This is an optimization exercise on Yosys and OpenROAD, whose aim is small area, a short achievable clock period and few clock cycles, not a production implementation. In this exercise RTL edits were held to simulation tests only and were not proved equivalent to the original. Power is estimated from default activity; no workload was simulated.

==> flow/design.v <==
module gpu_block (
    input  wire         clk,
    input  wire         rst,
    input  wire         read_frame,
    input  wire         pixel_done,
    input  wire [2:0]   control_in,
    input  wire [7:0]   num_vertices_in,
    input  wire [23:0]  color_in,
    input  wire [767:0] vertices_in,
    output wire         computation_done,
    output wire         pixel_ready,
    output wire [23:0]  data_in,
    output wire [19:0]  address_in
);
    localparam S_IDLE  = 4'd0,
               S_START = 4'd1,
               S_LWAIT = 4'd2,
               S_L2    = 4'd5,
               S_L3    = 4'd6,
               S_L4    = 4'd7,
               S_STEP  = 4'd8,
               S_FSTEP = 4'd9,
               S_FIN   = 4'd10;
    reg [3:0] state;
    reg       idle;            
    reg       busy;            
    reg       ld;              
    reg       ld_n;            
    reg [29:0]  ring [0:15];
    reg [1:0]   v0c_hi;        
    reg         v1c_hi;        
    reg [23:0]  color;
    reg [2:0]   ctl;
    reg         lmode, first_only, is_cont;
    reg [4:0]   nv;
    integer k;
    always @(posedge clk) begin
        for (k = 0; k < 16; k = k + 1) begin
            ring[k] <= ~(({vertices_in[752-48*k +: 8], vertices_in[736-48*k +: 11],
                           vertices_in[720-48*k +: 11]} & {30{ld}}) |
                         (ring[(k+1) % 16] & {30{ld_n}}));
        end
        if (idle) begin
            v0c_hi <= vertices_in[761:760];
            v1c_hi <= vertices_in[712];
            color  <= color_in;
            ctl    <= control_in;
            lmode  <= (control_in == 3'b001);
            first_only <= (control_in == 3'b011) || (control_in == 3'b100);
            is_cont <= (control_in == 3'b100);
            nv     <= num_vertices_in[4:0];
        end
    end
    wire [29:0] ring0 = ~ring[0];      
    wire [29:0] ring1 = ~ring[1];
    wire [9:0]  f_xi = {v0c_hi, ring0[29:22]};
    wire [8:0]  f_yi = ring0[19:11];
    wire [9:0]  f_w_in = ring0[9:0];
    wire [8:0]  f_h_in = {v1c_hi, ring1[29:22]};
    reg  [4:0]  i;             
    reg  [7:0]  rem;           
    reg  [10:0] x1, y1;        
    reg  [3:0]  tv;            
    reg         havev;         
    reg         havej;         
    reg         fin_l;         
    wire [29:0] tap15 = ring[15];
    wire [29:0] tap7  = ring[7];
    wire [7:0]  jmask;
    genvar g;
    generate
        for (g = 0; g < 8; g = g + 1) begin : g_jm
            assign jmask[g] = (nv > g);
        end
    endgenerate
    function [2:0] lowbit;
        input [7:0] m;
        begin
            casez (m)
                8'b???????1: lowbit = 3'd0;
                8'b??????10: lowbit = 3'd1;
                8'b?????100: lowbit = 3'd2;
                8'b????1000: lowbit = 3'd3;
                8'b???10000: lowbit = 3'd4;
                8'b??100000: lowbit = 3'd5;
                8'b?1000000: lowbit = 3'd6;
                default:     lowbit = 3'd7;
            endcase
        end
    endfunction
    wire [2:0]  jnext    = lowbit(rem);
    wire [7:0]  rem_next = rem & ~(8'd1 << jnext);
    wire [4:0]  i_inc    = i + 5'd1;
    wire        last_i   = (i_inc == nv);
    wire [3:0]  want  = havev ? {1'b0, jnext} : i[3:0];
    wire        avail = (tv[2:0] == want[2:0]);
    wire [29:0] tap   = ((tv[3] == want[3]) ? tap15 : tap7) ^ {30{tv[0]}};
    wire [10:0] sx    = tap[21:11];
    wire [10:0] sy    = tap[10:0];
    wire [7:0]  vtx_m = tap[29:22] & jmask;
    wire        fe    = (state == S_LWAIT) || (state == S_STEP);
    wire        fetch_v = fe && !havev && !havej && !fin_l && avail;
    wire        fetch_j = fe && havev && !havej && avail;
    reg  signed [11:0] lx, ly;     
    reg  signed [11:0] u;          
    reg  [10:0] k1;                
    reg  signed [11:0] k2;         
    reg  [10:0] r;                 
    reg  [10:0] tdx, tdy;          
    reg         negx, negy, zx, zy;
    reg         sm, s, minc, cand;
    reg         dead_r;        
    wire [11:0] pdx = {1'b0, tdx} - {1'b0, x1};
    wire [11:0] ndx = {1'b0, x1} - {1'b0, tdx};
    wire [11:0] pdy = {1'b0, tdy} - {1'b0, y1};
    wire [11:0] ndy = {1'b0, y1} - {1'b0, tdy};
    wire [11:0] dxy = {1'b0, tdx} - {1'b0, tdy};
    wire [11:0] dyx = {1'b0, tdy} - {1'b0, tdx};
    wire        is_small = !dxy[11];
    wire        pos    = !zx && !zy && (negx == negy);
    wire [10:0] xmin   = negx ? lx[10:0] : x1;
    wire [10:0] xmax   = negx ? x1 : lx[10:0];
    wire [10:0] ymin   = negy ? ly[10:0] : y1;
    wire [10:0] ymax   = negy ? y1 : ly[10:0];
    wire [10:0] dmaj   = sm ? tdx : tdy;
    wire        c      = !u[11];
    wire signed [11:0] u_k1 = u + {1'b0, k1};
    wire signed [11:0] u_k2 = u + k2;
    wire signed [11:0] lx_inc = lx + 12'sd1;
    wire signed [11:0] ly_inc = ly + 12'sd1;
    wire signed [11:0] lx_min = s ? lx_inc : lx - 12'sd1;
    wire signed [11:0] ly_min = s ? ly_inc : ly - 12'sd1;
    reg  [9:0]  fx;
    reg  [8:0]  fy;
    wire [9:0]  fx1    = fx + 10'd1;
    wire        fvalid = (fx <= 10'd720) && (fy <= 9'd480);
    wire        lvalid = !lx[11] && !ly[11] && (lx <= 12'sd720) && (ly <= 12'sd480);
    wire        x_hi   = (lx > 12'sd720);
    wire        y_hi   = (ly > 12'sd480);
    wire        dead   = (x_hi && (sm || s)) || (y_hi && (!sm || s));
    wire        more   = (r != 11'd0) && !dead_r;
    wire [9:0]  f_w    = k1[9:0];
    wire [8:0]  f_h    = r[8:0];
    wire        fterm  = cand && fvalid && (first_only || (fy == f_h));
    reg         out_valid;
    reg  [17:0] out_addr;
    wire        adv = !out_valid || pixel_done;
    wire [9:0]  ax = lmode ? lx[9:0] : fx;
    wire [8:0]  ay = lmode ? ly[8:0] : fy;
    wire [12:0] ahi = {ay, 4'b0} - {4'b0, ay} + {8'b0, ax[9:5]};
    wire [17:0] addr_calc = {ahi, ax[4:0]};
    always @(posedge clk or posedge rst) begin
        if (rst) begin
            out_valid <= 1'b0;
        end else if (adv) begin
            out_valid <= cand && (((state == S_STEP) && lvalid) ||
                                  ((state == S_FSTEP) && fvalid));
        end
    end
    always @(posedge clk) begin
        if (adv) out_addr <= addr_calc;
    end
    always @(posedge clk or posedge rst) begin
        if (rst) begin
            state <= S_IDLE;
            idle  <= 1'b1;
            busy  <= 1'b0;
            ld    <= 1'b1;
            ld_n  <= 1'b0;
            cand  <= 1'b0;
            fx    <= 10'd0;
            fy    <= 9'd0;
        end else begin
            case (state)
                S_IDLE: if (read_frame) begin
                    state <= S_START;
                    idle  <= 1'b0;
                    busy  <= 1'b1;
                    ld    <= 1'b0;
                    ld_n  <= 1'b1;
                end
                S_START: begin
                    cand <= 1'b0;
                    if (lmode) begin
                        state <= (nv == 5'd0) ? S_FIN : S_LWAIT;
                        ld    <= (nv == 5'd0);
                        ld_n  <= !((nv == 5'd0));
                    end else begin
                        if (!is_cont) begin
                            fx <= f_xi;
                            fy <= f_yi;
                        end
                        state <= S_FSTEP;
                    end
                end
                S_LWAIT: begin
                    if (havej)       state <= S_L2;
                    else if (fin_l) begin
                        state <= S_FIN;
                        ld    <= 1'b1;
                        ld_n  <= 1'b0;
                    end
                end
                S_L2: state <= S_L3;
                S_L3: state <= S_L4;
                S_L4: state <= S_STEP;
                S_STEP: if (adv) begin
                    if (more) begin
                        cand <= 1'b1;
                    end else begin
                        cand <= 1'b0;
                        if (havej)       state <= S_L2;
                        else if (fin_l) begin
                            state <= S_FIN;
                            ld    <= 1'b1;
                            ld_n  <= 1'b0;
                        end else         state <= S_LWAIT;
                    end
                end
                S_FSTEP: if (adv) begin
                    if (fterm) begin
                        state <= S_FIN;
                        ld    <= 1'b1;
                        ld_n  <= 1'b0;
                    end else begin
                        cand <= 1'b1;
                        if (fx1 == f_w) begin
                            fx <= 10'd0;
                            fy <= fy + 9'd1;
                        end else begin
                            fx <= fx1;
                        end
                    end
                end
                S_FIN: if (adv) begin
                    state <= S_IDLE;
                    idle  <= 1'b1;
                    busy  <= 1'b0;
                end
                default: begin
                    state <= S_IDLE;
                    idle  <= 1'b1;
                    busy  <= 1'b0;
                    ld    <= 1'b1;
                    ld_n  <= 1'b0;
                end
            endcase
        end
    end
    always @(posedge clk) begin
        case (state)
            S_START: begin
                k1[9:0] <= f_w_in;
                r[8:0]  <= f_h_in;
            end
            S_L2: begin
                lx   <= {1'b0, tdx};
                ly   <= {1'b0, tdy};
                negx <= pdx[11];
                negy <= pdy[11];
                zx   <= (tdx == x1);
                zy   <= (tdy == y1);
            end
            S_L3: begin
                sm   <= is_small;
                s    <= pos;
                minc <= is_small ? (tdx != 11'd0) : 1'b1;
                k1   <= is_small ? tdy : tdx;
                r    <= is_small ? ((tdx == 11'd0) ? 11'd1 : tdx) : tdy;
                lx   <= {1'b0, (is_small || pos) ? xmin : xmax};
                ly   <= {1'b0, (!is_small || pos) ? ymin : ymax};
            end
            S_L4: begin
                u    <= {1'b0, k1} - {2'b0, dmaj[10:1]} - {11'b0, dmaj[0]};
                k2   <= sm ? dyx : dxy;
            end
            S_STEP: if (adv && more) begin
                r <= r - 11'd1;
                u <= c ? u_k2 : u_k1;
                if (sm) begin
                    if (minc) lx <= lx_inc;
                    if (c)    ly <= ly_min;
                end else begin
                    ly <= ly_inc;
                    if (c)    lx <= lx_min;
                end
            end
            default: ;
        endcase
    end
    always @(posedge clk) begin
        dead_r <= dead;
        tv <= idle ? 4'd15 : tv + 4'd1;
        if (state == S_START) begin
            i     <= 5'd0;
            havev <= 1'b0;
            havej <= 1'b0;
            fin_l <= 1'b0;
        end else if (state == S_L2) begin
            havej <= 1'b0;
            tdx   <= pdx[11] ? ndx[10:0] : pdx[10:0];
            tdy   <= pdy[11] ? ndy[10:0] : pdy[10:0];
        end else if (fetch_v) begin
            x1 <= sx;
            y1 <= sy;
            rem <= vtx_m;
            if (vtx_m != 8'd0) havev <= 1'b1;
            else if (last_i)   fin_l <= 1'b1;
            else               i <= i_inc;
        end else if (fetch_j) begin
            tdx   <= sx;
            tdy   <= sy;
            rem   <= rem_next;
            havej <= 1'b1;
            if (rem_next == 8'd0) begin
                havev <= 1'b0;
                if (last_i) fin_l <= 1'b1;
                else        i <= i_inc;
            end
        end
    end
    assign computation_done = !busy;
    assign pixel_ready      = out_valid;
    assign data_in          = color;
    assign address_in       = {2'b00, out_addr};
endmodule
==> flow/flow/run.sh <==
#!/bin/bash
set -euo pipefail
export BUFFER_PORTS_ARGS="-buffer_cell sky130_fd_sc_hd__buf_1"
export SETUP_SLACK_MARGIN=6.45
bash standard.sh > standard.log 2>&1
==> flow/standard.sh <==
#!/bin/bash
# synth_recipe.tcl (not shown) runs the flow's synth.tcl, then flattens the netlist and writes it again
# the make line also repeats each setting of config.mk as NAME=value (left out here)
make -C /OpenROAD-flow-scripts/flow DESIGN_CONFIG=/design/flow/config.mk WORK_HOME=/design/flow/orfs CLKGATE_MAP_FILE= SYNTH_SCRIPT=/design/flow/synth_recipe.tcl "${@:-finish}"
==> flow/config.mk <==
export PLATFORM = sky130hd
export DESIGN_NAME = gpu_block
export DESIGN_NICKNAME = gpu_block
export VERILOG_FILES = /design/flow/design.v
export SDC_FILE = /design/flow/constraint.sdc
export NUM_CORES = 4
export LEC_CHECK = 0
export ABC_CLOCK_PERIOD_IN_PS = 3500
export CAP_MARGIN = 20
export CORE_MARGIN = 2
export CORE_UTILIZATION = 40
export CTS_CLUSTER_DIAMETER = 120
export CTS_CLUSTER_SIZE = 25
export PLACE_DENSITY = 0.6
export SLEW_MARGIN = 20
==> flow/constraint.sdc <==
create_clock -name core_clock -period 9.5 [get_ports {clk}]
set_input_delay 1.9000 -clock core_clock [delete_from_list [all_inputs] [get_ports {clk}]]
set_output_delay 1.9000 -clock core_clock [all_outputs]
set_load 0.01 [all_outputs]
==> notes.md, run 1 <==
### Outcome
• timing/DRC/antenna clean — status

### Floorplan
• 101 — number of core rows
• 280.3 µm — Die Span X
• 75820 µm² — total core area
• 853 — total I/O pin count
• 40.28% — initial standard-cell utilization of the core
• 280.3 µm — Die Y
• 78580 µm² — Die ar.

### Pwr
• 13.99 nW — Leak Pwr
• 0.0003091 V — Worst VDD drop
• 0.01157 W — Tot Pwr
• 318.6 nW/µm² — total power density per cell area

### Place
• 562 — total of buffers placed on input and output ports
• 0.9394 — global placement routability congestion
• 85910 µm — DP HPWL
• 33550 µm² — Placement Cell Area
• 4223 — total instance count after detailed placement

### Synth
• 7.649% — simple logic cell fraction of the synthesized area
• 4.119% — fraction of registers with async set/reset
• 6.506% — synthesized-area fraction occupied by adder cells
• 182 — number of enable-type register cells in the synthesized netlist
• dfxtp_1 — commonest register cell after synthesis
• 4.736% — XOR/XNOR Fraction of Synth Area
• 2852 — cell count after synthesis
• 30540 µm² — cell area after synthesis
• 79 — count of cell types in the netlist
• 2.466% — share of synthesized area spent on multiplexers
• compound AO/OA/AOI/OAI gates — largest family of logic cells by synthesized area
• 2 — Ys Warns
• 704 — post-synthesis sequential element count
• 52.60% — post-synthesis sequential area ratio
• 10.71 µm² — syn_area_per_cell
• 21.92% — compound-cell area share of the yosys netlist

### Cells and area
• 16080 µm² — storage element area
• 4342 — nets
• 10.49% — share of layout cells above drive strength 1
• 4411 — final non-filler cell total
• 7267 — Filler cells
• buf_1, dfxtp_1, a22oi_1 — commonest cells after routing, fill and taps aside
• buf_1 — most common cell after layout, fill and taps aside
• 13940 µm² — area used by multi-input combinational logic
• 18.87% — Synth-to-Final Area Change
• 36300 µm² — final design area excluding fillers

### Critical path
• out_addr[17] — worst setup path end
• 9850 ps — required arrival time at the worst endpoint
• register — Startpoint Class
• 3790 ps — data arrival time at the worst-slack endpoint
• register to register — WS Path Type
• 8 — Critical Path Fanout Max
• 6060 ps — slack of the worst reg-to-reg path
• lmode — Worst R2R Start
• lmode — start point of the critical path
• out_addr[17] — reg-to-reg endpoint
• 12 — Worst R2R Path Depth
• register — endpoint type of the worst setup path

### GRT
• 222 — pin count of the biggest net entering global routing
• 0 — total congestion overflow after global routing
• 23450 — vias in the first global route
• 56 — antenna violations before repair
• 27.76% — global-route total usage across every layer
• 159200 µm — global-route wire length before repair

### Timing
• 31.40 ps — worst setup skew after layout
• true — setup repair after global routing missed its margin
• 36.20% — Tcrit/Tclk final
• 3439 ps — final worst path period need
• 0 — final hold violation count
• 0 ps — setup TNS after final layout
• 29.65% — max-slew headroom at the worst pin
• 388.7 ps — worst hold margin
• 0 — number of slew-limit violations in the final report
• 0 — final setup violation count
• 290.7 MHz — upper clock frequency limit
• 1055 ps — transition time of the tightest slew-check pin

### Drt
• 0 — remaining design rule violation count
• 113700 µm — total wire length
• 25.79 µm — Wirelength per Cell
• 2691 — drt initial violations
• 25060 — vias after detailed routing
• 5.681 — Via density
• 0 — ANT nets after route
• 6 — number of iterations in the first detailed-routing pass

### Run
• 0 — number of maximum-capacitance violations

### Clock network
• built — CTS tree
• 704 — TritonCTS sink count
• 110 ps — Clk pin slew, worst setup/hold paths
• 34 — total clock buffers created by CTS
• 3 — buffer levels on the longest clock path
• 2 — H-tree Lvls
• 590 ps — clk latency of the worst-skew pair
• clkbuf_16 — CTS root buf

### Hold path
• register to register — kind of path behind the tightest hold check
• ring[8][24] — min-delay src

cell families after synthesis:
group | after synthesis
adders and majority gates | 152
xor gates and xnor gates | 163
buffers and inverters | 327
DFF | 704
other | 1
AOI/OAI and AO/OA | 946
and+or+nand+nor | 487
muxes | 72
through the flow:
stage / setup WS, ps / util [%]
after floorplan: 6148 / -
after global placement: 5544 / 44.25
after detailed placement: 5557 / 44.25
after CTS: 6087 / 47.07
after global routing: 5983 / 47.80
final: 6061 / 47.88
worst min-delay path by stage:
stage	end	cells past startpoint
2_1_floorplan	ring[0][0]	1
3_3_place_gp	ring[3][15]	1
3_5_place_dp	ring[3][8]	1
4_1_cts	ring[7][24]	1
5_1_grt	ring[1][20]	1
6_report	ring[7][24]	1
layout make-up:
| class | count | area share, % |
|---|---|---|
| antenna | 31 | 0.2137 |
| clock buffer | 49 | 2.557 |
| clock inverter | 4 | 0.1551 |
| inverter | 130 | 1.406 |
| multi-input combinational | 1822 | 38.40 |
| sequential | 704 | 44.29 |
| tap | 978 | 3.371 |
| timing repair buffer | 691 | 9.554 |
| timing repair inverter | 2 | 0.04480 |
synthesized netlist by cell type (13+ instances only):
cell / count / area, µm²
o221ai_1: 25 / 219.0
a211oi_1: 18 / 135.1
buf_1: 17 / 63.81
a22oi_1: 489 / 3671
nor2b_1: 22 / 137.6
or3_1: 13 / 81.33
o21ai_0: 125 / 625.6
nor3_1: 52 / 260.3
nand3_1: 38 / 190.2
dfxtp_1: 493 / 9869
mux2i_1: 55 / 550.5
o22ai_1: 13 / 81.33
o21a_1: 13 / 97.59
a31oi_1: 14 / 87.58
edfxtp_1: 182 / 5465
xor2_1: 49 / 429.2
a21o_1: 28 / 210.2
nand2_1: 147 / 551.8
inv_1: 130 / 488.0
ha_1: 138 / 1727
a21oi_1: 106 / 530.5
clkbuf_1: 167 / 626.9
dfrtp_1: 27 / 675.7
mux2_2: 16 / 180.2
o31ai_1: 13 / 97.59
nor2_1: 121 / 454.2
xnor2_1: 113 / 989.7
nand2b_1: 19 / 118.9
state kept, by name, indices dropped and copies added, names as in the netlist, 9 cells and up:
signal and cells:
x1 11, tdx 11, out_addr 18, y1 11, r 11, tdy 11, ly 12, k2 12
k1 11, lx 12, color 24, ring 480, fx 10, fy 9, u 12
metal layers:
layer | track usage [%] | part of all wire (%)
met5 | 0 | 0.19
met4 | 9.763 | 3.7
met2 | 42.87 | 45
met1 | 37.45 | 41
met3 | 7.344 | 10
worst max-delay path, stage by stage, from the launching register on:
cell	delay [ps]
edfxtp_1	450
buf_12	180
buf_12	130
mux2i_4	190
fa_1	570
ha_4	210
nor2b_2	160
or4_4	440
a31oi_4	160
nor2b_1	60
o21a_1	180
o41a_1	330
xnor2_1	130
power by group:
group          switching (W)  total (W)  internal (W)
clock               0.000995    0.00170      0.000701
sequential           0.00111    0.00568       0.00457
combinational        0.00234    0.00419       0.00185
total                0.00445     0.0116       0.00712
timing repair:
item / in CTS / in global routing
hold buffers: 0 / 0
pin swaps: 24 / 28
gates cloned: 6 / 4
gates resized for setup: 106 / 85
setup buffers: 62 / 31
endpoints found under the setup margin: 279 / 236
Testbench counts, summed over its fixed seeds: cycles 142,640.
==> run 2, diff against run 1 <==
--- a/flow/design.v
+++ b/flow/design.v
@@ -266,13 +266,13 @@
                 s    <= pos;
                 minc <= is_small ? (tdx != 11'd0) : 1'b1;
                 k1   <= is_small ? tdy : tdx;
+                k2   <= is_small ? dyx : dxy;
                 r    <= is_small ? ((tdx == 11'd0) ? 11'd1 : tdx) : tdy;
                 lx   <= {1'b0, (is_small || pos) ? xmin : xmax};
                 ly   <= {1'b0, (!is_small || pos) ? ymin : ymax};
             end
             S_L4: begin
                 u    <= {1'b0, k1} - {2'b0, dmaj[10:1]} - {11'b0, dmaj[0]};
-                k2   <= sm ? dyx : dxy;
             end
             S_STEP: if (adv && more) begin
                 r <= r - 11'd1;
--- a/flow/config.mk
+++ b/flow/config.mk
@@ -8,8 +8,8 @@
 export ABC_CLOCK_PERIOD_IN_PS = 3500
 export CAP_MARGIN = 20
 export CORE_MARGIN = 2
-export CORE_UTILIZATION = 40
+export CORE_UTILIZATION = 55
 export CTS_CLUSTER_DIAMETER = 120
 export CTS_CLUSTER_SIZE = 25
-export PLACE_DENSITY = 0.6
+export PLACE_DENSITY = 0.7
 export SLEW_MARGIN = 20
==> notes.md, run 2 <==
### Synth
• 30430 µm² — cell area after synthesis, -0.37%
• a22oi_1, dfxtp_1, edfxtp_1, clkbuf_1, nand2_1 — most frequent cells after synthesis
• 182 — number of enable-type register cells in the synthesized netlist, unchanged
• dfxtp_1, edfxtp_1, a22oi_1 — top cells by area, synth
• 2840 — cell count after synthesis, -0.42%
• 52.79% — post-synthesis sequential area ratio, +0.19 points
• dfxtp_1 — commonest register cell after synthesis
• 10.71 µm² — syn_area_per_cell, about the same
• 89 — count of cell types in the netlist, +13%
• 32.44% — proportion of netlist area held by the largest area contributor, +0.12 points
• 704 — post-synthesis sequential element count, unchanged
• dfxtp_1 — cell type contributing the most total cell area after synthesis
• a22oi_1 — cell with the most instances after synthesis
• 2 — Ys Warns, unchanged
• 4.119% — fraction of registers with async set/reset, unchanged

### GRT
• 23500 — vias in the first global route, +0.22%
• 13 — antenna violations before repair, -77%
• 37.12% — global-route total usage across every layer, +9.4 points
• 267 — pin count of the biggest net entering global routing, +20%
• 154000 µm — global-route wire length before repair, -3.3%
• 0 — total congestion overflow after global routing, unchanged

### Drt
• 27.24 µm — Wirelength per Cell, +5.7%
• 111200 µm — total wire length, -2.2%
• 6 — number of iterations in the first detailed-routing pass, unchanged
• met5 — DR top layer
• 25350 — vias after detailed routing, +1.2%
• 6.209 — Via density, +9.3%
• 50760 µm — DR WL met2, -1.1%
• 10700 µm — met3 WL post-DR, -9.4%
• 44950 µm — met1 wire length, -2.7%
• 0 — ANT nets after route, unchanged
• 2661 — drt initial violations, -1.1%
• 0 — remaining design rule violation count, unchanged

### Critical path
• edfxtp_1 — slowest cell on the critical path
• 2 — worst path bufs/invs, unchanged
• register — endpoint type of the worst setup path
• inv_1, ha_1, o21ai_0, o21bai_2, a221oi_4, buf_6, mux2_2, a311oi_2, o21ai_1, a221oi_2, xnor2_1 — ordered cell list for the critical path
• register to register — WS Path Type
• register — Startpoint Class
• 500 ps — Slowest Stage Delay on Critical Path, -70 ps
• compound AO/OA/AOI/OAI gates — cell family with most CP delay
• 4 — Critical Path Fanout Max, -4
• 3560 ps — data arrival time at the worst-slack endpoint, -230 ps
• tdy[9] — start point of the critical path
• 9850 ps — required arrival time at the worst endpoint, about the same
• tdy[9] — Worst R2R Start

### Pwr
• 49.2% — Seq pwr share, about the same
• 13.91 nW — Leak Pwr, -0.59%
• 39.10% — Switching Fraction, +0.64 points
• 14.6% — clock network fraction of design power, about the same
• 0.01164 W — Tot Pwr, +0.62%
• 328.1 nW/µm² — total power density per cell area, +3.0%
• 36.3% — part of the power in combinational logic, about the same
• 0.007088 W — Internal Power, -0.43%
• 0.004551 W — reported net switching power, +2.3%
• 0.0002741 V — Worst VDD drop, -11%

### Floorplan
• 55.45% — initial standard-cell utilization of the core, +15 points
• 239.2 µm — Die Span X, -15%
• 57220 µm² — Die ar., -27%
• 853 — total I/O pin count, unchanged
• 86 — number of core rows, -15%
• 54880 µm² — total core area, -28%
• 239.2 µm — Die Y, -15%

### Hold path
• register to register — kind of path behind the tightest hold check
• ring[13][16] — min-delay src

### Cells and area
• 10.06% — share of layout cells above drive strength 1, -0.44 points
• 16.57% — Synth-to-Final Area Change
• 4311 — nets, -0.71%
• ring (480), color (24), out_addr (18) — registers with the most flip-flops
• 35470 µm² — final design area excluding fillers, -2.3%
• 4525 — Filler cells, -38%
• buf_1, a22oi_1, dfxtp_1 — commonest cells after routing, fill and taps aside
• buf_1 — most common cell after layout, fill and taps aside
• 64.64% — Finished Core Util, +17 points
• ring — register name with the most flops
• 480 — number of flip-flops in the largest register, unchanged

### Timing
• 377.2 ps — worst hold margin, -11.49 ps
• 0 — final setup violation count, unchanged
• 0 ps — setup TNS after final layout, unchanged
• 1112 ps — transition time of the tightest slew-check pin, +56.47 ps
• 33.72% — Tcrit/Tclk final, -2.5 points
• true — setup repair after global routing missed its margin
• 0 — number of slew-limit violations in the final report, unchanged
• 312.2 MHz — upper clock frequency limit, +7.4%
• 25.88% — max-slew headroom at the worst pin, -3.8 points
• 3203 ps — final worst path period need, -236.4 ps
• 30.40 ps — worst setup skew after layout, -1.006 ps
• 0 — final hold violation count, unchanged

### Run
• 0 — number of maximum-capacitance violations, unchanged

### Clock network
• 34 — total clock buffers created by CTS, unchanged
• 3 — buffer levels on the longest clock path, unchanged
• 110 ps — Clk pin slew, worst setup/hold paths, about the same
• 704 — TritonCTS sink count, unchanged
• clkbuf_16 — CTS root buf
• 2 — H-tree Lvls, unchanged
• 610 ps — clk latency of the worst-skew pair, +20 ps
• built — CTS tree

### Outcome
• timing/DRC/antenna clean — status

### Place
• 562 — total of buffers placed on input and output ports, unchanged
• 32910 µm² — Placement Cell Area, -1.9%
• 0.9728 — global placement routability congestion, +3.6%
• 83400 µm — DP HPWL, -2.9%

[run 2: cell types whose count changed after synthesis, moves of 7 or more]
cell,previous run,this run
a21oi_1,106,114
a22oi_1,489,496
nor2_1,121,106
nor3_1,52,32
a221oi_1,12,4
mux2i_1,55,66
inv_1,130,118
o21a_1,13,4
o21ai_0,125,150
nand2_1,147,159
[run 2: worst paths after layout]
path / endpoint / cells past startpoint / slack [ps]
min: ring[12][16] / 1 / 380
min reg2reg: ring[12][16] / 1 / 380
max: k2[10] / 11 / 6300
min in group asynchronous: ld_n / 3 / 1360
max reg2reg: k2[10] / 11 / 6300
max in group asynchronous: fx[0] / 3 / 7800
[run 2: per-layer routing]
metal	vias to the layer above	GRT usage [%]
li1	11510	-
met1	12370	50.51
met2	1262	58.06
met3	198	8.090
met4	8	14.11
met5	-	0
[run 2: logic make-up (layout without fill, tap and decap cells)]
logic type | count (synthesis) | count (layout) | synth area share, %
compound gates | 943 | 943 | 21.38
xor+xnor | 162 | 162 | 4.749
fa+ha+maj | 152 | 152 | 6.534
buf+inv | 319 | 847 | 4.120
flops | 704 | 704 | 52.79
mux | 80 | 80 | 2.739
other cells | 1 | 10 | 0.01232
simple gates | 479 | 481 | 7.673
[run 2: layout make-up]
cell class | instances | area, µm² | area share [%]
Antenna cell | 8 | 20.02 | 0.05644
Clock buffer | 50 | 932.1 | 2.628
Clock inverter | 3 | 58.81 | 0.1658
Inverter | 120 | 454.2 | 1.280
Multi-Input combinational cell | 1820 | 13820 | 38.96
Sequential cell | 704 | 16080 | 45.34
Tap cell | 704 | 880.8 | 2.483
Timing Repair Buffer | 673 | 3217 | 9.069
Timing Repair inverter | 1 | 7.507 | 0.02116
[run 2: per-stage QoR]
step           setup WS, ps  std cells
2_1_floorplan          6351       2841
3_3_place_gp           5448       3927
3_5_place_dp           5411       3927
4_1_cts                6184       4030
5_1_grt                6240       4082
6_report               6297       4083
[run 2: power by group through the flow]
stage	Clock, W	Combinational [W]	Sequential (W)
2_1_floorplan	0	0.00293	0.00500
3_3_place_gp	0	0.00355	0.00572
3_5_place_dp	0	0.00365	0.00573
4_1_cts	0.00170	0.00392	0.00566
5_1_grt	0.00180	0.00458	0.00578
6_report	0.00169	0.00422	0.00572
[run 2: repair_timing]
item / in CTS / in global routing
endpoints found under the setup margin: 280 / 145
hold buffers: 0 / 0
resized for setup: 68 / 114
pin swaps: 23 / 49
buffers inserted: 44 / 41
cloned: 6 / 3
Testbench counts of run 2, summed over its fixed seeds: cycles 142,640.
==> run 3, diff against run 2 <==
==> flow/flow/run.sh (replaced) <==
#!/bin/bash
set -euo pipefail
export BUFFER_PORTS_ARGS="-buffer_cell sky130_fd_sc_hd__buf_1"
export SETUP_SLACK_MARGIN=6.3
bash standard.sh > standard.log 2>&1
--- a/flow/config.mk
+++ b/flow/config.mk
@@ -8,8 +8,8 @@
 export ABC_CLOCK_PERIOD_IN_PS = 3500
 export CAP_MARGIN = 20
 export CORE_MARGIN = 2
-export CORE_UTILIZATION = 55
+export CORE_UTILIZATION = 40
 export CTS_CLUSTER_DIAMETER = 120
 export CTS_CLUSTER_SIZE = 25
-export PLACE_DENSITY = 0.7
+export PLACE_DENSITY = 0.6
 export SLEW_MARGIN = 20
==> notes.md, run 3 <==
### Outcome
• timing/DRC/antenna clean — status

### Floorplan
• 279.8 µm — Die Span X, +17%
• 40.26% — initial standard-cell utilization of the core, -15 points
• 78290 µm² — Die ar., +37%
• 279.8 µm — Die Y, +17%
• 101 — number of core rows, +17%
• 853 — total I/O pin count, unchanged
• 75570 µm² — total core area, +38%

### Pwr
• 14.9% — clock network fraction of design power, +0.3 points
• 322.1 nW/µm² — total power density per cell area, -1.8%
• 50.0% — Seq pwr share, +0.8 points
• 0.0002561 V — Worst VDD drop, -6.6%
• 35.0% — part of the power in combinational logic, -1.3 points
• 13.69 nW — Leak Pwr, -1.6%
• 0.006940 W — Internal Power, -2.1%
• 0.004442 W — reported net switching power, -2.4%
• 39.02% — Switching Fraction, -0.076 points

### Drt
• 0 — ANT nets after route, unchanged
• 6 — number of iterations in the first detailed-routing pass, unchanged
• 2759 — drt initial violations, +3.7%
• 116700 µm — total wire length, +4.9%
• 24920 — vias after detailed routing, -1.7%
• 5.730 — Via density, -7.7%
• 26.83 µm — Wirelength per Cell, -1.5%
• 0 — remaining design rule violation count, unchanged

### Critical path
• 11 — Worst R2R Path Depth, unchanged
• compound AO/OA/AOI/OAI gates — cell family with most CP delay
• 3600 ps — data arrival time at the worst-slack endpoint, +40 ps
• 11 — count of cell instances traversed by the critical path, unchanged
• k2[10] — worst setup path end
• tdx[8] — Worst R2R Start
• register — endpoint type of the worst setup path
• 6260 ps — slack of the worst reg-to-reg path, -40 ps
• k2[10] — reg-to-reg endpoint
• 8 — Critical Path Fanout Max, +4
• buf_4, ha_1, a211oi_2, o21bai_2, a221oi_4, buf_12, mux2_2, a311oi_2, o21ai_1, a221oi_2, xnor2_1 — ordered cell list for the critical path
• edfxtp_1 — slowest cell on the critical path
• register to register — WS Path Type
• 9860 ps — required arrival time at the worst endpoint, about the same
• register — Startpoint Class
• 2 — worst path bufs/invs, unchanged
• tdx[8] — start point of the critical path
• 490 ps — Slowest Stage Delay on Critical Path, about the same

### Place
• 88320 µm — DP HPWL, +5.9%
• 4925 ps — post-placement worst setup slack, -486.2 ps
• 562 — total of buffers placed on input and output ports, unchanged
• 0.9702 — global placement routability congestion, -0.27%

### Timing
• 0 ps — setup TNS after final layout, unchanged
• 35.73% — max-slew headroom at the worst pin, +9.8 points
• true — setup repair after global routing missed its margin
• 387.1 ps — worst hold margin, +9.907 ps
• 34.13% — Tcrit/Tclk final, +0.42 points
• 0 — final hold violation count, unchanged
• 37.79 ps — worst setup skew after layout, +7.398 ps
• 6257 ps — post-route worst setup slack, -39.51 ps
• 0 — final setup violation count, unchanged
• 0 — number of slew-limit violations in the final report, unchanged
• 308.4 MHz — upper clock frequency limit, -1.2%
• 3243 ps — final worst path period need, +39.51 ps
• 964.1 ps — transition time of the tightest slew-check pin, -147.7 ps

### Synth
• 704 — post-synthesis sequential element count, unchanged
• 52.79% — post-synthesis sequential area ratio, unchanged
• 10.71 µm² — syn_area_per_cell, unchanged
• 182 — number of enable-type register cells in the synthesized netlist, unchanged
• dfxtp_1, edfxtp_1, a22oi_1 — top cells by area, synth
• 89 — count of cell types in the netlist, unchanged
• 4.119% — fraction of registers with async set/reset, unchanged
• a22oi_1, dfxtp_1, edfxtp_1, clkbuf_1, nand2_1 — most frequent cells after synthesis
• 30430 µm² — cell area after synthesis, unchanged
• 2 — Ys Warns, unchanged
• 32.44% — proportion of netlist area held by the largest area contributor, unchanged
• dfxtp_1 — cell type contributing the most total cell area after synthesis
• dfxtp_1 — commonest register cell after synthesis
• 2840 — cell count after synthesis, unchanged
• a22oi_1 — cell with the most instances after synthesis

### Cells and area
• 7.373% — share of layout cells above drive strength 1, -2.7 points
• 4292 — nets, -0.44%
• buf_1 — most common cell after layout, fill and taps aside
• 16.13% — Synth-to-Final Area Change
• 480 — number of flip-flops in the largest register, unchanged
• ring (480), color (24), out_addr (18) — registers with the most flip-flops
• ring — register name with the most flops
• buf_1, a22oi_1, dfxtp_1 — commonest cells after routing, fill and taps aside

### Clock network
• 0 — post-cts hold buffer count, unchanged
• 110 ps — Clk pin slew, worst setup/hold paths, about the same
• built — CTS tree
• 3 — buffer levels on the longest clock path, unchanged
• 704 — TritonCTS sink count, unchanged
• 34 — total clock buffers created by CTS, unchanged
• 2 — H-tree Lvls, unchanged
• clkbuf_16 — CTS root buf
• 610 ps — clk latency of the worst-skew pair, about the same

### GRT
• 23100 — vias in the first global route, -1.7%
• 176 — pin count of the biggest net entering global routing, -34%
• 28.38% — global-route total usage across every layer, -8.7 points
• 51 — antenna violations before repair, +38
• 0 — total congestion overflow after global routing, unchanged
• 161000 µm — global-route wire length before repair, +4.6%

### Run
• 0 — number of maximum-capacitance violations, unchanged

### Hold path
• register to register — kind of path behind the tightest hold check

==> run 3: changes by cell type in the layout (fill, tap and decap cells not counted), sizes merged <==
cell	before	now
clkbuf	72	50
diode	8	21
buf	649	652
inv	120	122
clkinv	2	1
clkinvlp	2	1
nand2b	22	21
nor2	107	106
==> run 3: timing repair <==
item,4_1_cts,5_1_grt
gates cloned,3,2
pin swaps,5,29
buffers inserted,23,43
endpoints found under the setup margin,112,55
gates resized for setup,38,60
==> run 3: stage by stage <==
step	util (%)	cell area (µm²)	power (W)	instances
after CTS	45.86	34660	0.01124	4283
after detailed placement	44.00	33250	0.009419	4206
after global placement	44.00	33250	0.009387	4206
after global routing	46.72	35310	0.01200	4337
after floorplan	-	30510	0.007900	2841
final	46.76	35340	0.01138	4349
==> run 3: layout make-up <==
type / count / area [µm²]
flip-flops and latches: 704 / 16080
fillers: 7343 / 40230
clock inverters: 4 / 51.30
inverters: 120 / 454.2
multi-input cells: 1818 / 13480
well taps: 978 / 1224
clock buffers: 47 / 920.9
diodes: 21 / 52.55
repair buffers: 657 / 3072
==> run 3: worst register-to-register path, cell delays in order (launching register included) <==
cell and delay [ps]:
edfxtp_1 490, buf_4 230, ha_1 260, a211oi_2 240
o21bai_2 140, a221oi_4 350, buf_12 180, mux2_2 360
a311oi_2 300, o21ai_1 110, a221oi_2 250, xnor2_1 90
==> run 3: per-layer routing <==
metal  part of all wire, %  track usage, %  vias up
met5                  0.23               0        -
met4                   3.2           8.721       42
met3                   9.9           8.007      174
met2                    46           45.42     1112
met1                    41           37.18    12100
li1                      -               -    11490
==> run 3: cells by family (layout without fill, tap and decap cells) <==
| logic type | after synthesis | in the layout | share of synthesized area, % |
|---|---|---|---|
| and+or+nand+nor | 479 | 479 | 7.673 |
| buffers and inverters | 319 | 828 | 4.120 |
| muxes | 80 | 80 | 2.739 |
| adders and majority gates | 152 | 152 | 6.534 |
| AOI/OAI and AO/OA | 943 | 943 | 21.38 |
| xor gates and xnor gates | 162 | 162 | 4.749 |
| DFF | 704 | 704 | 52.79 |
| other | 1 | 23 | 0.01232 |
==> run 3: how the worst min path moves through the flow <==
stage,from,to,slack [ps],cells past startpoint
2_1_floorplan,ring[1][0],ring[0][0],390,1
3_5_place_dp,ring[1][14],ring[0][14],400,1
6_report,ring[8][24],ring[7][24],390,1
4_1_cts,ring[8][24],ring[7][24],390,1
3_3_place_gp,ring[13][29],ring[12][29],390,1
5_1_grt,ring[8][27],ring[7][27],400,1
==> run 3: power by group through the flow <==
stage,clock [W],combinational [W],sequential [W]
floorplan,0,0.00290,0.00500
global placement,0,0.00363,0.00576
detailed placement,0,0.00367,0.00575
CTS,0.00173,0.00383,0.00567
global route,0.00183,0.00441,0.00576
finish,0.00170,0.00399,0.00569
==> run 4, diff against run 3 <==
==> flow/flow/run.sh (replaced) <==
#!/bin/bash
set -euo pipefail
export BUFFER_PORTS_ARGS="-buffer_cell sky130_fd_sc_hd__buf_1"
export SETUP_SLACK_MARGIN=6.45
bash standard.sh > standard.log 2>&1
--- a/flow/config.mk
+++ b/flow/config.mk
@@ -5,7 +5,7 @@
 export SDC_FILE = /design/flow/constraint.sdc
 export NUM_CORES = 4
 export LEC_CHECK = 0
-export ABC_CLOCK_PERIOD_IN_PS = 3500
+export ABC_CLOCK_PERIOD_IN_PS = 3000
 export CAP_MARGIN = 20
 export CORE_MARGIN = 2
 export CORE_UTILIZATION = 40
==> notes.md, run 4 <==
### Drt
• 25070 — vias after detailed routing, +0.58%
• 6 — number of iterations in the first detailed-routing pass, unchanged
• 26.63 µm — Wirelength per Cell, -0.73%
• 0 — ANT nets after route, unchanged
• 0 — remaining design rule violation count, unchanged
• 116900 µm — total wire length, +0.23%
• 5.708 — Via density, -0.38%
• 2660 — drt initial violations, -3.6%

### GRT
• 0 — total congestion overflow after global routing, unchanged
• 219 — pin count of the biggest net entering global routing, +24%
• 23220 — vias in the first global route, +0.53%
• 42 — antenna violations before repair, -18%
• 28.18% — global-route total usage across every layer, -0.20 points
• 160100 µm — global-route wire length before repair, -0.58%

### Synth
• 52.79% — post-synthesis sequential area ratio, unchanged
• a22oi_1, dfxtp_1, edfxtp_1, clkbuf_1, nand2_1 — most frequent cells after synthesis
• dfxtp_1 — cell type contributing the most total cell area after synthesis
• compound AO/OA/AOI/OAI gates — largest family of logic cells by synthesized area
• 2.739% — share of synthesized area spent on multiplexers, unchanged
• 2 — Ys Warns, unchanged
• 7.673% — simple logic cell fraction of the synthesized area, unchanged
• 10.71 µm² — syn_area_per_cell, unchanged
• 89 — count of cell types in the netlist, unchanged
• 4.749% — XOR/XNOR Fraction of Synth Area, unchanged
• dfxtp_1, edfxtp_1, a22oi_1 — top cells by area, synth
• 2840 — cell count after synthesis, unchanged
• 704 — post-synthesis sequential element count, unchanged
• 6.534% — synthesized-area fraction occupied by adder cells, unchanged
• 182 — number of enable-type register cells in the synthesized netlist, unchanged
• dfxtp_1 — commonest register cell after synthesis
• 32.44% — proportion of netlist area held by the largest area contributor, unchanged
• 21.38% — compound-cell area share of the yosys netlist, unchanged
• 4.119% — fraction of registers with async set/reset, unchanged
• 30430 µm² — cell area after synthesis, unchanged
• a22oi_1 — cell with the most instances after synthesis

### Cells and area
• ring (480), color (24), out_addr (18) — registers with the most flip-flops
• buf_1, a22oi_1, dfxtp_1 — commonest cells after routing, fill and taps aside
• buf_1 — most common cell after layout, fill and taps aside
• 19.01% — Synth-to-Final Area Change
• 10.89% — share of layout cells above drive strength 1, +3.5 points
• 47.92% — Finished Core Util, +1.2 points
• 36210 µm² — final design area excluding fillers, +2.5%
• 13840 µm² — area used by multi-input combinational logic, +2.7%
• ring — register name with the most flops
• 4329 — nets, +0.86%
• 7163 — Filler cells, -2.5%
• 480 — number of flip-flops in the largest register, unchanged
• 16080 µm² — storage element area, about the same

### Place
• 0.9274 — global placement routability congestion, -4.4%
• 562 — total of buffers placed on input and output ports, unchanged
• 33280 µm² — Placement Cell Area, about the same
• 86430 µm — DP HPWL, -2.1%

### Timing
• 918.8 ps — transition time of the tightest slew-check pin, -45.35 ps
• 0 — final hold violation count, unchanged
• true — setup repair after global routing missed its margin
• 3147 ps — final worst path period need, -95.37 ps
• 0 ps — setup TNS after final layout, unchanged
• 33.13% — Tcrit/Tclk final, -1.0 points
• 38.75% — max-slew headroom at the worst pin, +3.0 points
• 317.7 MHz — upper clock frequency limit, +3.0%
• 0 — number of slew-limit violations in the final report, unchanged
• 393.4 ps — worst hold margin, +6.330 ps
• 38.83 ps — worst setup skew after layout, +1.037 ps
• 0 — final setup violation count, unchanged

### Critical path
• tdy[8] — Worst R2R Start
• register — Startpoint Class
• tdy[8] — start point of the critical path
• 7 — Critical Path Fanout Max, -1
• register — endpoint type of the worst setup path
• 3490 ps — data arrival time at the worst-slack endpoint, -110 ps
• 9850 ps — required arrival time at the worst endpoint, about the same
• 6350 ps — slack of the worst reg-to-reg path, +100 ps
• k2[10] — reg-to-reg endpoint
• register to register — WS Path Type
• 12 — Worst R2R Path Depth, +1

### Hold path
• 1 — Worst Hold Path Cells, unchanged
• register to register — kind of path behind the tightest hold check
• ring[14][29] — min-delay src
• ring[13][29] — WHS Endpoint

### Clock network
• built — CTS tree
• 35 — total clock buffers created by CTS, +2.9%
• 704 — TritonCTS sink count, unchanged
• 0 — post-cts hold buffer count, unchanged
• 600 ps — clk latency of the worst-skew pair, about the same
• 110 ps — Clk pin slew, worst setup/hold paths, about the same
• 3 — buffer levels on the longest clock path, unchanged
• clkbuf_16 — CTS root buf
• 2 — H-tree Lvls, unchanged

### Pwr
• 321.6 nW/µm² — total power density per cell area, -0.16%
• 0.0002047 V — Worst VDD drop, -20%
• 14.08 nW — Leak Pwr, +2.9%

### Run
• 0 — number of maximum-capacitance violations, unchanged

### Floorplan
• 853 — total I/O pin count, unchanged
• 279.8 µm — Die Y, unchanged
• 279.8 µm — Die Span X, unchanged
• 78290 µm² — Die ar., unchanged
• 40.26% — initial standard-cell utilization of the core, unchanged
• 101 — number of core rows, unchanged
• 75570 µm² — total core area, unchanged

### Outcome
• timing/DRC/antenna clean — status

[run 4: cell counts after synthesis]
Identical to the previous run, type by type.
[run 4: logic make-up after synthesis]
group | count (synthesis)
AO/OA/AOI/OAI | 943
XOR/XNOR | 162
adder cells (fa/ha/maj) | 152
buffers and inverters | 319
flip-flops | 704
multiplexers | 80
other | 1
AND/OR/NAND/NOR | 479
[run 4: worst max path at each step]
stage                     depth (start not counted)  slack, ps           end
final                                            12       6350        k2[10]
after CTS                                        13       6330  out_addr[16]
after global routing                             12       6230        k2[10]
after global placement                            7       5390         fy[5]
after floorplan                                   7       6350          ld_n
after detailed placement                          7       5360         fy[5]
[run 4: routing by layer]
layer	up-vias	track usage (%)	share of wire (%)
li1	11570	-	-
met1	12180	36.65	41
met2	1072	44.32	46
met3	207	8.499	9.9
met4	30	10.09	3.9
met5	-	0	0.15
[run 4: worst max-delay path, stage by stage, from the launching register on]
cell,delay [ps]
edfxtp_1,470
buf_4,190
ha_4,320
nand4_1,200
nor2_2,180
a221oi_4,100
buf_12,150
a311oi_1,250
a31oi_1,150
a311oi_4,380
o21ai_1,110
a221oi_2,280
xnor2_1,100
[run 4: stage by stage]
| stage | setup WS (ps) | total power, W | instances |
|---|---|---|---|
| after global routing | 6234 | 0.01225 | 4374 |
| after CTS | 6329 | 0.01131 | 4304 |
| final | 6353 | 0.01165 | 4391 |
| after detailed placement | 5361 | 0.009398 | 4203 |
| after floorplan | 6351 | 0.007933 | 2841 |
| after global placement | 5390 | 0.009361 | 4203 |
[run 4: final cells by class]
cell class                 count  share of cell area (%)
antenna                       25                  0.1728
clock buffer                  46                   2.591
clock inverter                 7                  0.2591
inverter                     120                   1.278
multi-input combinational   1820                   38.22
sequential                   704                   44.41
tap                          978                   3.379
timing repair buffer         691                   9.681
[run 4: report_power, final]
group	internal, W	total (W)	leakage, nW	switching (W)
Combinational	0.00182	0.00419	7.34	0.00238
Sequential	0.00456	0.00570	6.24	0.00114
Clock	0.000733	0.00175	0.506	0.00102
Total	0.00711	0.0116	14.1	0.00454
[run 4: timing repair]
| item | CTS | global route |
|---|---|---|
| buffers inserted | 39 | 58 |
| endpoints found under the setup margin | 217 | 127 |
| gates cloned | 9 | 4 |
| resized for setup | 70 | 137 |
| pin swaps | 16 | 45 |
==> run 5, diff against run 4 <==
--- a/flow/design.v
+++ b/flow/design.v
@@ -145,8 +145,9 @@
     reg         out_valid;
     reg  [17:0] out_addr;
     wire        adv = !out_valid || pixel_done;
-    wire [9:0]  ax = lmode ? lx[9:0] : fx;
-    wire [8:0]  ay = lmode ? ly[8:0] : fy;
+    reg         amode;         
+    wire [9:0]  ax = amode ? lx[9:0] : fx;
+    wire [8:0]  ay = amode ? ly[8:0] : fy;
     wire [12:0] ahi = {ay, 4'b0} - {4'b0, ay} + {8'b0, ax[9:5]};
     wire [17:0] addr_calc = {ahi, ax[4:0]};
     always @(posedge clk or posedge rst) begin
@@ -250,6 +251,7 @@
     always @(posedge clk) begin
         case (state)
             S_START: begin
+                amode   <= lmode;
                 k1[9:0] <= f_w_in;
                 r[8:0]  <= f_h_in;
             end
--- a/flow/config.mk
+++ b/flow/config.mk
@@ -5,7 +5,7 @@
 export SDC_FILE = /design/flow/constraint.sdc
 export NUM_CORES = 4
 export LEC_CHECK = 0
-export ABC_CLOCK_PERIOD_IN_PS = 3000
+export ABC_CLOCK_PERIOD_IN_PS = 3500
 export CAP_MARGIN = 20
 export CORE_MARGIN = 2
 export CORE_UTILIZATION = 40
==> notes.md, run 5 <==
### Timing
• 6426 ps — post-route worst setup slack, +73.50 ps
• 0 — final setup violation count, unchanged
• 50.14 ps — worst setup skew after layout, +11.31 ps
• 3074 ps — final worst path period need, -73.50 ps
• 325.3 MHz — upper clock frequency limit, +2.4%
• true — setup repair after global routing missed its margin
• 0 ps — setup TNS after final layout, unchanged
• 407.9 ps — worst hold margin, +14.51 ps
• 27.52% — max-slew headroom at the worst pin, -11 points
• 0 — final hold violation count, unchanged
• 32.35% — Tcrit/Tclk final, -0.77 points
• 0 — number of slew-limit violations in the final report, unchanged
• 1087 ps — transition time of the tightest slew-check pin, +168.4 ps

### Drt
• 25.83 µm — Wirelength per Cell, -3.0%
• 0 — ANT nets after route, unchanged
• 6 — number of iterations in the first detailed-routing pass, unchanged
• 0 — remaining design rule violation count, unchanged
• 26610 — vias after detailed routing, +6.2%
• 3005 — drt initial violations, +13%
• 5.755 — Via density, +0.82%
• 119400 µm — total wire length, +2.1%

### Outcome
• timing/DRC/antenna clean — status

### GRT
• 167300 µm — global-route wire length before repair, +4.5%
• 24560 — vias in the first global route, +5.8%
• 28.22% — global-route total usage across every layer, +0.046 points
• 224 — pin count of the biggest net entering global routing, +2.3%
• 34 — antenna violations before repair, -19%
• 0 — total congestion overflow after global routing, unchanged
• 38.52% — met1 Track Usage GR, +1.9 points
• 42.67% — met2 demand-to-capacity share in global routing, -1.6 points
• 8.304% — met3 demand-to-capacity share in global routing, -0.19 points
• met2 — Top Usage Layer GRT

### Run
• 0 — number of maximum-capacitance violations, unchanged

### Synth
• a22oi_1 — cell with the most instances after synthesis
• 31.61% — proportion of netlist area held by the largest area contributor, -0.82 points
• 183 — number of enable-type register cells in the synthesized netlist, +0.55%
• dfxtp_1, edfxtp_1, a22oi_1 — top cells by area, synth
• 2 — Ys Warns, unchanged
• 3038 — cell count after synthesis, +7.0%
• 80 — count of cell types in the netlist, -10%
• 705 — post-synthesis sequential element count, +0.14%
• 10.28 µm² — syn_area_per_cell, -4.1%
• 31220 µm² — cell area after synthesis, +2.6%
• dfxtp_1 — cell type contributing the most total cell area after synthesis
• 4.113% — fraction of registers with async set/reset, -0.0058 points
• dfxtp_1 — commonest register cell after synthesis
• 51.55% — post-synthesis sequential area ratio, -1.2 points
• a22oi_1, dfxtp_1, nand2_1, edfxtp_1, clkbuf_1 — most frequent cells after synthesis

### Critical path
• 6440 ps — slack of the worst reg-to-reg path, +90 ps
• flip-flops — cell family with most CP delay
• out_addr[17] — reg-to-reg endpoint
• 410 ps — Slowest Stage Delay on Critical Path, -60 ps
• register — Startpoint Class
• 1 — worst path bufs/invs, -1
• 7600 ps — required arrival time at the worst endpoint, -2250 ps
• register to output pin — WS Path Type
• 1170 ps — data arrival time at the worst-slack endpoint, -2320 ps
• output pin — endpoint type of the worst setup path
• amode — Worst R2R Start
• edfxtp_1 — slowest cell on the critical path
• clkbuf_2 — ordered cell list for the critical path
• 12 — Worst R2R Path Depth, unchanged
• 1 — Critical Path Fanout Max, -6

### Pwr
• 14.36 nW — Leak Pwr, +2.0%
• 0.0001855 V — Worst VDD drop, -9.4%
• 302.0 nW/µm² — total power density per cell area, -6.1%

### Floorplan
• 102 — number of core rows, +0.99%
• 283.4 µm — Die Y, +1.3%
• 853 — total I/O pin count, unchanged
• 80300 µm² — Die ar., +2.6%
• 77340 µm² — total core area, +2.3%
• 283.4 µm — Die Span X, +1.3%
• 40.37% — initial standard-cell utilization of the core, +0.10 points

### Place
• 562 — total of buffers placed on input and output ports, unchanged
• 0.9487 — global placement routability congestion, +2.3%
• 5468 ps — post-placement worst setup slack, +106.7 ps
• 89570 µm — DP HPWL, +3.6%

### Hold path
• 1 — Worst Hold Path Cells, unchanged
• register to register — kind of path behind the tightest hold check
• ring[9][11] — min-delay src
• ring[8][11] — WHS Endpoint

### Clock network
• 36 — total clock buffers created by CTS, +2.9%
• built — CTS tree
• 620 ps — clk latency of the worst-skew pair, +20 ps
• 705 — TritonCTS sink count, +0.14%
• clkbuf_16 — CTS root buf
• 0 — post-cts hold buffer count, unchanged
• 3 — buffer levels on the longest clock path, unchanged
• 110 ps — Clk pin slew, worst setup/hold paths, about the same
• 2 — H-tree Lvls, unchanged

### Cells and area
• buf_1, a22oi_1, dfxtp_1 — commonest cells after routing, fill and taps aside
• ring — register name with the most flops
• 18.04% — Synth-to-Final Area Change
• buf_1 — most common cell after layout, fill and taps aside
• 47.65% — Finished Core Util, -0.27 points
• ring (480), color (24), out_addr (18) — registers with the most flip-flops
• 9.433% — share of layout cells above drive strength 1, -1.5 points
• 4500 — nets, +4.0%
• 480 — number of flip-flops in the largest register, unchanged

[run 5: report_power, final]
group          total, W  switching (W)  internal [W]
clock network   0.00180        0.00105      0.000748
logic           0.00391        0.00228       0.00163
registers       0.00542       0.000987       0.00443
[run 5: final cells by class]
type | instances | area [µm²]
Fill cell | 7429 | 40490
Sequential cell | 705 | 16110
Multi-Input combinational cell | 1974 | 14420
Timing Repair Buffer | 679 | 3322
Tap cell | 1040 | 1301
Clock buffer | 49 | 970.9
Inverter | 148 | 563.0
Clock inverter | 7 | 105.1
Antenna cell | 22 | 55.05
[run 5: cell families (layout without fill, tap and decap cells)]
logic type / count (synthesis) / in the layout / synth area share (%)
other cells: 1 / 24 / 0.01201
xor+xnor: 139 / 139 / 3.899
buf+inv: 361 / 883 / 4.436
compound gates: 1002 / 1002 / 22.39
simple gates: 615 / 616 / 9.310
fa+ha+maj: 151 / 151 / 6.328
flops: 705 / 705 / 51.55
mux: 64 / 64 / 2.076
[run 5: worst max-delay path by stage]
stage / start / to / slack, ps / cells past startpoint
2_1_floorplan: pixel_done / state[3] / 6260 / 8
3_3_place_gp: pixel_done / fy[8] / 5500 / 8
3_5_place_dp: pixel_done / fy[8] / 5470 / 8
4_1_cts: amode / out_addr[17] / 6340 / 12
5_1_grt: amode / out_addr[17] / 6290 / 12
6_report: out_addr[11] / address_in[11] / 6430 / 1
[run 5: stage by stage]
| step | cell area (µm²) | cells | total power, W |
|---|---|---|---|
| 4_1_cts | 36120 | 4567 | 0.01095 |
| 2_1_floorplan | 31390 | 3039 | 0.007631 |
| 3_5_place_dp | 34170 | 4453 | 0.009008 |
| 5_1_grt | 36810 | 4608 | 0.01175 |
| 3_3_place_gp | 34170 | 4453 | 0.008969 |
| 6_report | 36850 | 4624 | 0.01113 |
[run 5: timing repair]
action,CTS,global route
pin swaps,17,26
buffers inserted,53,32
cloned,5,3
gates resized for setup,86,106
endpoints found under the setup margin,263,140
[run 5: per-layer routing]
| layer | share of wire, % | up-vias |
|---|---|---|
| met1 | 41 | 12890 |
| met3 | 11 | 182 |
| li1 | - | 12240 |
| met4 | 3.6 | 28 |
| met5 | 0.14 | - |
| met2 | 44 | 1271 |
Testbench counts of run 5, summed over its fixed seeds: cycles 142,640.
==> run 6, diff against run 5 <==
==> flow/flow/run.sh (replaced) <==
#!/bin/bash
set -euo pipefail
export BUFFER_PORTS_ARGS="-buffer_cell sky130_fd_sc_hd__buf_1"
export SETUP_SLACK_MARGIN=6.3
bash standard.sh > standard.log 2>&1
==> notes.md, run 6 <==
### Timing
• 25.74% — max-slew headroom at the worst pin, -1.8 points
• 0 — final setup violation count, unchanged
• 0 — number of slew-limit violations in the final report, unchanged
• 27.58 ps — worst setup skew after layout, -22.56 ps
• 0 ps — setup TNS after final layout, unchanged
• 397.4 ps — worst hold margin, -10.49 ps
• 3198 ps — final worst path period need, +124.6 ps
• 0 — final hold violation count, unchanged
• 1114 ps — transition time of the tightest slew-check pin, +26.72 ps
• 33.67% — Tcrit/Tclk final, +1.3 points
• 312.7 MHz — upper clock frequency limit, -3.9%
• true — setup repair after global routing missed its margin

### Critical path
• 9870 ps — required arrival time at the worst endpoint, +2270 ps
• edfxtp_1 — slowest cell on the critical path
• compound AO/OA/AOI/OAI gates — cell family with most CP delay
• 3570 ps — data arrival time at the worst-slack endpoint, +2400 ps
• buf_4, buf_16, nand2_1, o21ai_2, ha_1, inv_1, ha_1, fa_2, a21o_1, a21oi_2, o21bai_1, a21oi_2, o21ai_2, a21o_1, a21oi_2, xnor2_1 — ordered cell list for the critical path
• 15 — Critical Path Fanout Max, +14
• register — Startpoint Class
• a21oi_2 — CP dominant cell by count
• register — endpoint type of the worst setup path
• register to register — WS Path Type
• 430 ps — Slowest Stage Delay on Critical Path, +20 ps
• 3 — worst path bufs/invs, +2

### Synth
• 4.113% — fraction of registers with async set/reset, unchanged
• a22oi_1 — cell with the most instances after synthesis
• 10.28 µm² — syn_area_per_cell, unchanged
• dfxtp_1, edfxtp_1, a22oi_1 — top cells by area, synth
• 31.61% — proportion of netlist area held by the largest area contributor, unchanged
• 2 — Ys Warns, unchanged
• dfxtp_1 — cell type contributing the most total cell area after synthesis
• 3038 — cell count after synthesis, unchanged
• 51.55% — post-synthesis sequential area ratio, unchanged
• 80 — count of cell types in the netlist, unchanged
• a22oi_1, dfxtp_1, nand2_1, edfxtp_1, clkbuf_1 — most frequent cells after synthesis
• 31220 µm² — cell area after synthesis, unchanged
• 705 — post-synthesis sequential element count, unchanged
• 183 — number of enable-type register cells in the synthesized netlist, unchanged
• dfxtp_1 — commonest register cell after synthesis

### Floorplan
• 102 — number of core rows, unchanged
• 283.4 µm — Die Y, unchanged
• 40.37% — initial standard-cell utilization of the core, unchanged
• 77340 µm² — total core area, unchanged
• 853 — total I/O pin count, unchanged
• 80300 µm² — Die ar., unchanged
• 283.4 µm — Die Span X, unchanged

### Clock network
• 120 ps — Clk pin slew, worst setup/hold paths, about the same
• 2 — H-tree Lvls, unchanged
• 620 ps — clk latency of the worst-skew pair, about the same
• 705 — TritonCTS sink count, unchanged
• 3 — buffer levels on the longest clock path, unchanged
• clkbuf_16 — CTS root buf
• 34 — total clock buffers created by CTS, -5.6%
• 0 — post-cts hold buffer count, unchanged
• built — CTS tree

### Cells and area
• 6.640% — share of layout cells above drive strength 1, -2.8 points
• 4465 — nets, -0.78%
• 15.33% — Synth-to-Final Area Change
• buf_1, a22oi_1, dfxtp_1 — commonest cells after routing, fill and taps aside
• 36010 µm² — final design area excluding fillers, -2.3%
• 480 — number of flip-flops in the largest register, unchanged
• ring — register name with the most flops
• buf_1 — most common cell after layout, fill and taps aside
• 4574 — final non-filler cell total, -1.1%
• ring (480), color (24), out_addr (18) — registers with the most flip-flops

### Pwr
• 14.00 nW — Leak Pwr, -2.5%
• 0.01091 W — Tot Pwr, -2.0%
• 0.0002464 V — Worst VDD drop, +33%
• 302.9 nW/µm² — total power density per cell area, +0.30%

### GRT
• 28.10% — global-route total usage across every layer, -0.12 points
• 246 — pin count of the biggest net entering global routing, +9.8%
• 24470 — vias in the first global route, -0.36%
• 0 — total congestion overflow after global routing, unchanged
• 18 — antenna violations before repair, -47%
• 166800 µm — global-route wire length before repair, -0.27%

### Drt
• 0 — remaining design rule violation count, unchanged
• 8 — number of iterations in the first detailed-routing pass, +2
• 26590 — vias after detailed routing, -0.10%
• 118800 µm — total wire length, -0.51%
• 3029 — drt initial violations, +0.80%
• 5.812 — Via density, +0.99%
• 25.98 µm — Wirelength per Cell, +0.58%
• 0 — ANT nets after route, unchanged

### Place
• 4452 — total instance count after detailed placement, -0.022%
• 0.9531 — global placement routability congestion, +0.46%
• 90180 µm — DP HPWL, +0.68%
• 34110 µm² — Placement Cell Area, -0.18%
• 562 — total of buffers placed on input and output ports, unchanged

### Outcome
• timing/DRC/antenna clean — status

### Hold path
• register to register — kind of path behind the tightest hold check

### Run
• 0 — number of maximum-capacitance violations, unchanged

-- run 6: metrics by stage --
stage          setup slack, ps  utilization, %
2_1_floorplan             6261               -
3_3_place_gp              5560           44.10
5_1_grt                   6098           46.55
4_1_cts                   6216           45.92
3_5_place_dp              5544           44.10
6_report                  6302           46.56
-- run 6: final cells by class --
type / instances / area (µm²)
Antenna cell: 10 / 25.02
Timing Repair Buffer: 646 / 2880
Fill cell: 7518 / 41330
Clock buffer: 46 / 948.4
Tap cell: 1040 / 1301
Inverter: 148 / 563.0
Clock inverter: 5 / 47.55
Multi-Input combinational cell: 1974 / 14130
Sequential cell: 705 / 16110
-- run 6: worst paths after layout --
path / slack [ps] / end / cells past startpoint / start
min in group asynchronous: 1390 / busy / 3 / rst
min: 400 / ring[7][13] / 1 / ring[8][13]
max reg2reg: 6300 / out_addr[16] / 16 / amode
min reg2reg: 400 / ring[7][13] / 1 / ring[8][13]
max in group asynchronous: 7750 / ld_n / 3 / rst
max: 6300 / out_addr[16] / 16 / amode
-- run 6: worst reg2reg max path, cell delays in order, from the launching register on --
cell      delay, ps
edfxtp_1        430
buf_4           170
buf_16          150
nand2_1          70
o21ai_2         120
ha_1            180
inv_1            40
ha_1            240
fa_2            410
a21o_1          180
a21oi_2         180
o21bai_1        110
a21oi_2         190
o21ai_2         100
a21o_1          190
a21oi_2         140
xnor2_1          70
-- run 6: metal layers --
metal  up-vias  track usage (%)  share of wire, %
li1      12170                -                 -
met1     12890            38.81                42
met2      1350            42.70                44
met3       165            8.111                11
met4        10            8.148               3.2
met5         -                0             0.056
-- run 6: where the power goes --
group,switching [W],leakage (nW),internal [W]
registers,0.000968,6.24,0.00443
clock network,0.00102,0.489,0.000717
logic,0.00227,7.27,0.00150
total,0.00426,14.0,0.00664
-- run 6: repair_timing --
action	CTS	global route
pin swaps	4	19
setup buffers	28	29
setup endpoints to repair	107	108
gates resized for setup	42	52
cloned	2	2
-- run 6: cell families (layout without fill, tap and decap cells) --
group	Yosys count	after routing	synth area share [%]
buffers and inverters	361	845	4.436
muxes	64	64	2.076
other	1	12	0.01201
adders and majority gates	151	151	6.328
xor gates and xnor gates	139	139	3.899
DFF	705	705	51.55
and+or+nand+nor	615	616	9.310
AOI/OAI and AO/OA	1002	1002	22.39

port drivers added, routing unchanged:
Ports are ideal in the flow. The routed layouts listed here were re-timed in OpenROAD.
Step 1, drivers: a clkbuf_16 drives clk and a buf_2 each remaining input, both assumed.
Step 2, shift: input delay + t, output delay - t, t = (earliest + latest rising clock arrival at the registers) / 2. This alone moves slack from input paths to output paths.
Slacks: no drivers / after step 1 / after step 2; pairs: no drivers / after step 1.
run	shift t [ns]	setup WS [ns]	hold slack, ns
run 1	0.648	6.061 / 6.061 / 5.884	0.389 / 0.389 / 0.389
run 2	0.649	6.297 / 6.297 / 5.946	0.377 / 0.377 / 0.377
run 3	0.659	6.257 / 6.257 / 5.829	0.387 / 0.387 / 0.387
run 4	0.655	6.353 / 6.339 / 5.956	0.393 / 0.393 / 0.393
run 5	0.661	6.426 / 6.355 / 5.925	0.408 / 0.408 / 0.408
run 6	0.667	6.302 / 6.245 / 5.728	0.397 / 0.397 / 0.397
After both steps every run listed still meets setup and hold. For run 6, which loses most, drivers alone change the setup slack by -0.057 ns; drivers and shift together by -0.574 ns.
